Source: an optimization exercise on an open RTL-to-GDS flow (aim: small area, a short achievable clock period and few clock cycles per item). Production flows keep margins and buffers that such runs may drop.
Only simulation tests tie the RTL to the original design; equivalence was not proved.

## main
## systolic_array_integration
module systolic_array_integration #(
    parameter DATA_WIDTH = 32,
    parameter M = 3
) (
    input  wire clk,
    input  wire reset,
    input  wire start,
    input  wire [M-1:0]              s_valid_w,
    output wire [M-1:0]              s_ready_w,
    input  wire [M*DATA_WIDTH-1:0]   s_data_w,
    input  wire [M-1:0]              s_valid_a,
    output wire [M-1:0]              s_ready_a,
    input  wire [M*DATA_WIDTH-1:0]   s_data_a,
    output wire [M*M*DATA_WIDTH-1:0] result_out,
    output reg done
);
clock: 12.0 ns
lec_check: 0
cap_margin: 70
core_margin: 2
core_utilization: 60
cts_buf_list: sky130_fd_sc_hd__clkbuf_16
cts_cluster_diameter: 80
cts_cluster_size: 25
place_density: 0.75
slew_margin: 70
synth_hierarchical: 1
standard.sh (not shown) runs the stock make flow with config.mk's settings and CLKGATE_MAP_FILE= SYNTH_SCRIPT=/design/flow/synth_recipe.tcl, a recipe that flattens the netlist after the stock synthesis.
==> flow/flow/run.sh <==
#!/bin/bash
# Layout flow: the standard layout (standard.sh, all ORFS steps from
# synthesis to the routed layout), except that the input and output port
# buffers are inserted as sky130_fd_sc_hd__buf_4 rather than the flow's
# default choice. Every port still gets its own buffer.
set -euo pipefail
export BUFFER_PORTS_ARGS="-buffer_cell sky130_fd_sc_hd__buf_4"
bash standard.sh > standard_flow.log 2>&1
Testbench counts of main, summed over its fixed seeds: cycles 3,360, items 480.
diff inputs: main => the feature branch
- CTS_BUF_LIST: sky130_fd_sc_hd__clkbuf_16 -> unset
- CTS_CLUSTER_DIAMETER: 80 -> unset
- CTS_CLUSTER_SIZE: 25 -> unset
Findings:
Initial antenna violation count grows by more than 10% when moving from main to the feature branch. As far as sequential cell count goes, the feature branch and main are indistinguishable; the numbers are identical. Re final cell count without fillers: the feature branch and main aren't equal, and the lower value belongs to main. Diff the feature branch and main: wire length of the first global-routing pass lower in main.

---

Setup of branch pepper:
Another version of the RTL of systolic_array_integration (not shown whole).
Size in the first run: ~18000 cells after synthesis, about 500 I/O pins, about 190000 sq um of cells after synthesis.
==> flow/design.v (excerpt) <==
module systolic_array_integration #(
    parameter DATA_WIDTH = 32,
    parameter M = 3
) (
    input  wire clk,
    input  wire reset,
    input  wire start,
    input  wire [M-1:0]              s_valid_w,
    output wire [M-1:0]              s_ready_w,
    input  wire [M*DATA_WIDTH-1:0]   s_data_w,
    input  wire [M-1:0]              s_valid_a,
    output wire [M-1:0]              s_ready_a,
    input  wire [M*DATA_WIDTH-1:0]   s_data_a,
    output wire [M*M*DATA_WIDTH-1:0] result_out,
    output reg done
);
    wire [M-1:0] hvn_w, hvn_a;
    wire [M-1:0] hold_unused_w, hold_unused_a;
    wire [31:0]  hn_w [0:M-1];    
    wire [31:0]  hn_a [0:M-1];
    wire [31:0]  ha   [0:M-1];    
    wire [5:0]   hv_cell = {hvn_w, hvn_a} & {6{~reset}};
    reg  [1:0] step;       
    reg        fire;       
    reg        started;
    genvar i, j;
    generate
        for (i = 0; i < M; i = i + 1) begin : lane
            sync_fifo #(.OWN_HEAD(1)) wq (
                .clk(clk), .reset(reset),
                .s_valid(s_valid_w[i]), .s_ready(s_ready_w[i]),
                .s_data(s_data_w[i*32 +: 32]),
                .pop_next(&hv_cell), .hv_next(hvn_w[i]), .hold(hold_unused_w[i]),
                .head_next(hn_w[i]), .head_in(32'd0));
            sync_fifo #(.OWN_HEAD(0)) aq (
                .clk(clk), .reset(reset),
                .s_valid(s_valid_a[i]), .s_ready(s_ready_a[i]),
                .s_data(s_data_a[i*32 +: 32]),
  ...
==> flow/config.mk <==
export PLATFORM = sky130hd
export DESIGN_NAME = systolic_array_integration
export DESIGN_NICKNAME = systolic_array_integration
export VERILOG_FILES = /design/flow/design.v
export SDC_FILE = /design/flow/constraint.sdc
export NUM_CORES = 4
export LEC_CHECK = 0
export CAP_MARGIN = 70
export CORE_MARGIN = 2
export CORE_UTILIZATION = 60
export CTS_BUF_LIST = sky130_fd_sc_hd__clkbuf_16
export CTS_CLUSTER_DIAMETER = 80
export CTS_CLUSTER_SIZE = 25
export PLACE_DENSITY = 0.75
export SLEW_MARGIN = 70
export SYNTH_HIERARCHICAL = 1
==> flow/constraint.sdc <==
create_clock -name core_clock -period 12.0 [get_ports {clk}]
set_input_delay 2.4000 -clock core_clock [delete_from_list [all_inputs] [get_ports {clk}]]
set_output_delay 2.4000 -clock core_clock [all_outputs]
set_load 0.01 [all_outputs]
Scripts as last shown in full above: flow/flow/run.sh
Testbench counts of branch pepper, summed over its fixed seeds: cycles 3,360, items 480.
Modified inputs, branch maple compared to branch pepper
==> flow/flow/run.sh <==
#!/bin/bash
# Layout flow: the standard layout (standard.sh: the ORFS steps from
# synthesis to the routed layout) with two changes to how it is built:
#  - the input and output port buffers are inserted as
#    sky130_fd_sc_hd__buf_4 rather than the flow's default choice (every port
#    still gets its own buffer);
#  - after placement, the registers that drive output ports (results, lane
#    full flags behind s_ready, done) are given drive strength 4 of the same cell type
#    (flow/upsize.tcl); the clock-tree step then legalizes the placement.
set -euo pipefail
export BUFFER_PORTS_ARGS="-buffer_cell sky130_fd_sc_hd__buf_4"
bash standard.sh place > standard_place.log 2>&1
PLACE_ODB="$PWD/orfs/results/sky130hd/systolic_array_integration/base/3_place.odb" \
  openroad -no_init -exit flow/upsize.tcl > upsize.log 2>&1
bash standard.sh > standard_finish.log 2>&1
==> flow/flow/upsize.tcl (new file) <==
# Give the registers that drive output ports a stronger drive strength (same
# cell type): the result registers, the lane full registers (s_ready) and done. They
# drive long wires to their port buffers. Runs on the placed design; the
# clock-tree step that follows legalizes the placement again.
set odb $::env(PLACE_ODB)
read_db $odb
set db [ord::get_db]
set block [ord::get_db_block]
set swaps {
  sky130_fd_sc_hd__dfxtp_1 sky130_fd_sc_hd__dfxtp_4
  sky130_fd_sc_hd__dfxtp_2 sky130_fd_sc_hd__dfxtp_4
  sky130_fd_sc_hd__dfstp_1 sky130_fd_sc_hd__dfstp_4
  sky130_fd_sc_hd__dfstp_2 sky130_fd_sc_hd__dfstp_4
  sky130_fd_sc_hd__dfrtp_1 sky130_fd_sc_hd__dfrtp_4
  sky130_fd_sc_hd__dfrtp_2 sky130_fd_sc_hd__dfrtp_4
}
set n 0
foreach inst [$block getInsts] {
  set name [$inst getName]
  if {[string first "pe_unit.result" $name] < 0 && [string first ".full" $name] < 0 && [string first "done" $name] != 0} { continue }
  set m [[$inst getMaster] getName]
  if {![dict exists $swaps $m]} { continue }
  set new [$db findMaster [dict get $swaps $m]]
  if {$new eq "NULL" || $new eq ""} { continue }
  if {[$inst swapMaster $new]} { incr n; puts "upsized $name $m -> [dict get $swaps $m]" }
}
puts "upsized $n registers"
write_db $odb
[summary]
From branch pepper to branch maple the numbers moved as follows: synthesis-to-layout area growth higher, design area higher, non-clock buffer count in the final layout higher, number of antenna violations at the first check in global routing higher, combined global-route utilization of all metal layers roughly the same.
branch pepper: PASS, flow complete, no timing, DRC or antenna violations
branch maple did not stop at any stage, and its layout met the timing, DRC and antenna checks.

## afterwards: timing with drivers on the ports
How much do the figures lean on ideal ports? The routed layouts below were timed once more, with nothing changed but the port constraints.
Step 1 (the two cells are an assumption about what drives the block):
set clk [get_ports {clk}]
set_driving_cell -lib_cell sky130_fd_sc_hd__clkbuf_16 $clk
set_driving_cell -lib_cell sky130_fd_sc_hd__buf_2 [delete_from_list [all_inputs] $clk]
Step 2 also shifts input and output timing later by t, the mid clock arrival at the registers, as if the neighbouring blocks saw the same clock.
Three values: ideal, step 1, step 2; two values: the first two.
| run | t (ns) | setup WS [ns] | worst hold slack (ns) | worst slew at a driven data input, ns | cell pins on the clock port's net |
|---|---|---|---|---|---|
| main | 1.030 | 7.688 / 7.572 / 6.984 | 0.382 / 0.382 / 0.382 | 0.37 | 1 |
| the feature branch | 1.048 | 7.683 / 7.573 / 6.863 | 0.373 / 0.373 / 0.373 | 0.31 | 1 |
| branch pepper | 1.042 | 7.849 / 7.739 / 7.334 | 0.383 / 0.383 / 0.383 | 0.32 | 1 |
| branch maple | 1.045 | 7.751 / 7.640 / 7.345 | 0.382 / 0.382 / 0.382 | 0.32 | 1 |
After both steps setup and hold are still met in every run listed. For the feature branch, which loses most, drivers alone change the setup slack by -0.110 ns; drivers and shift together by -0.820 ns.
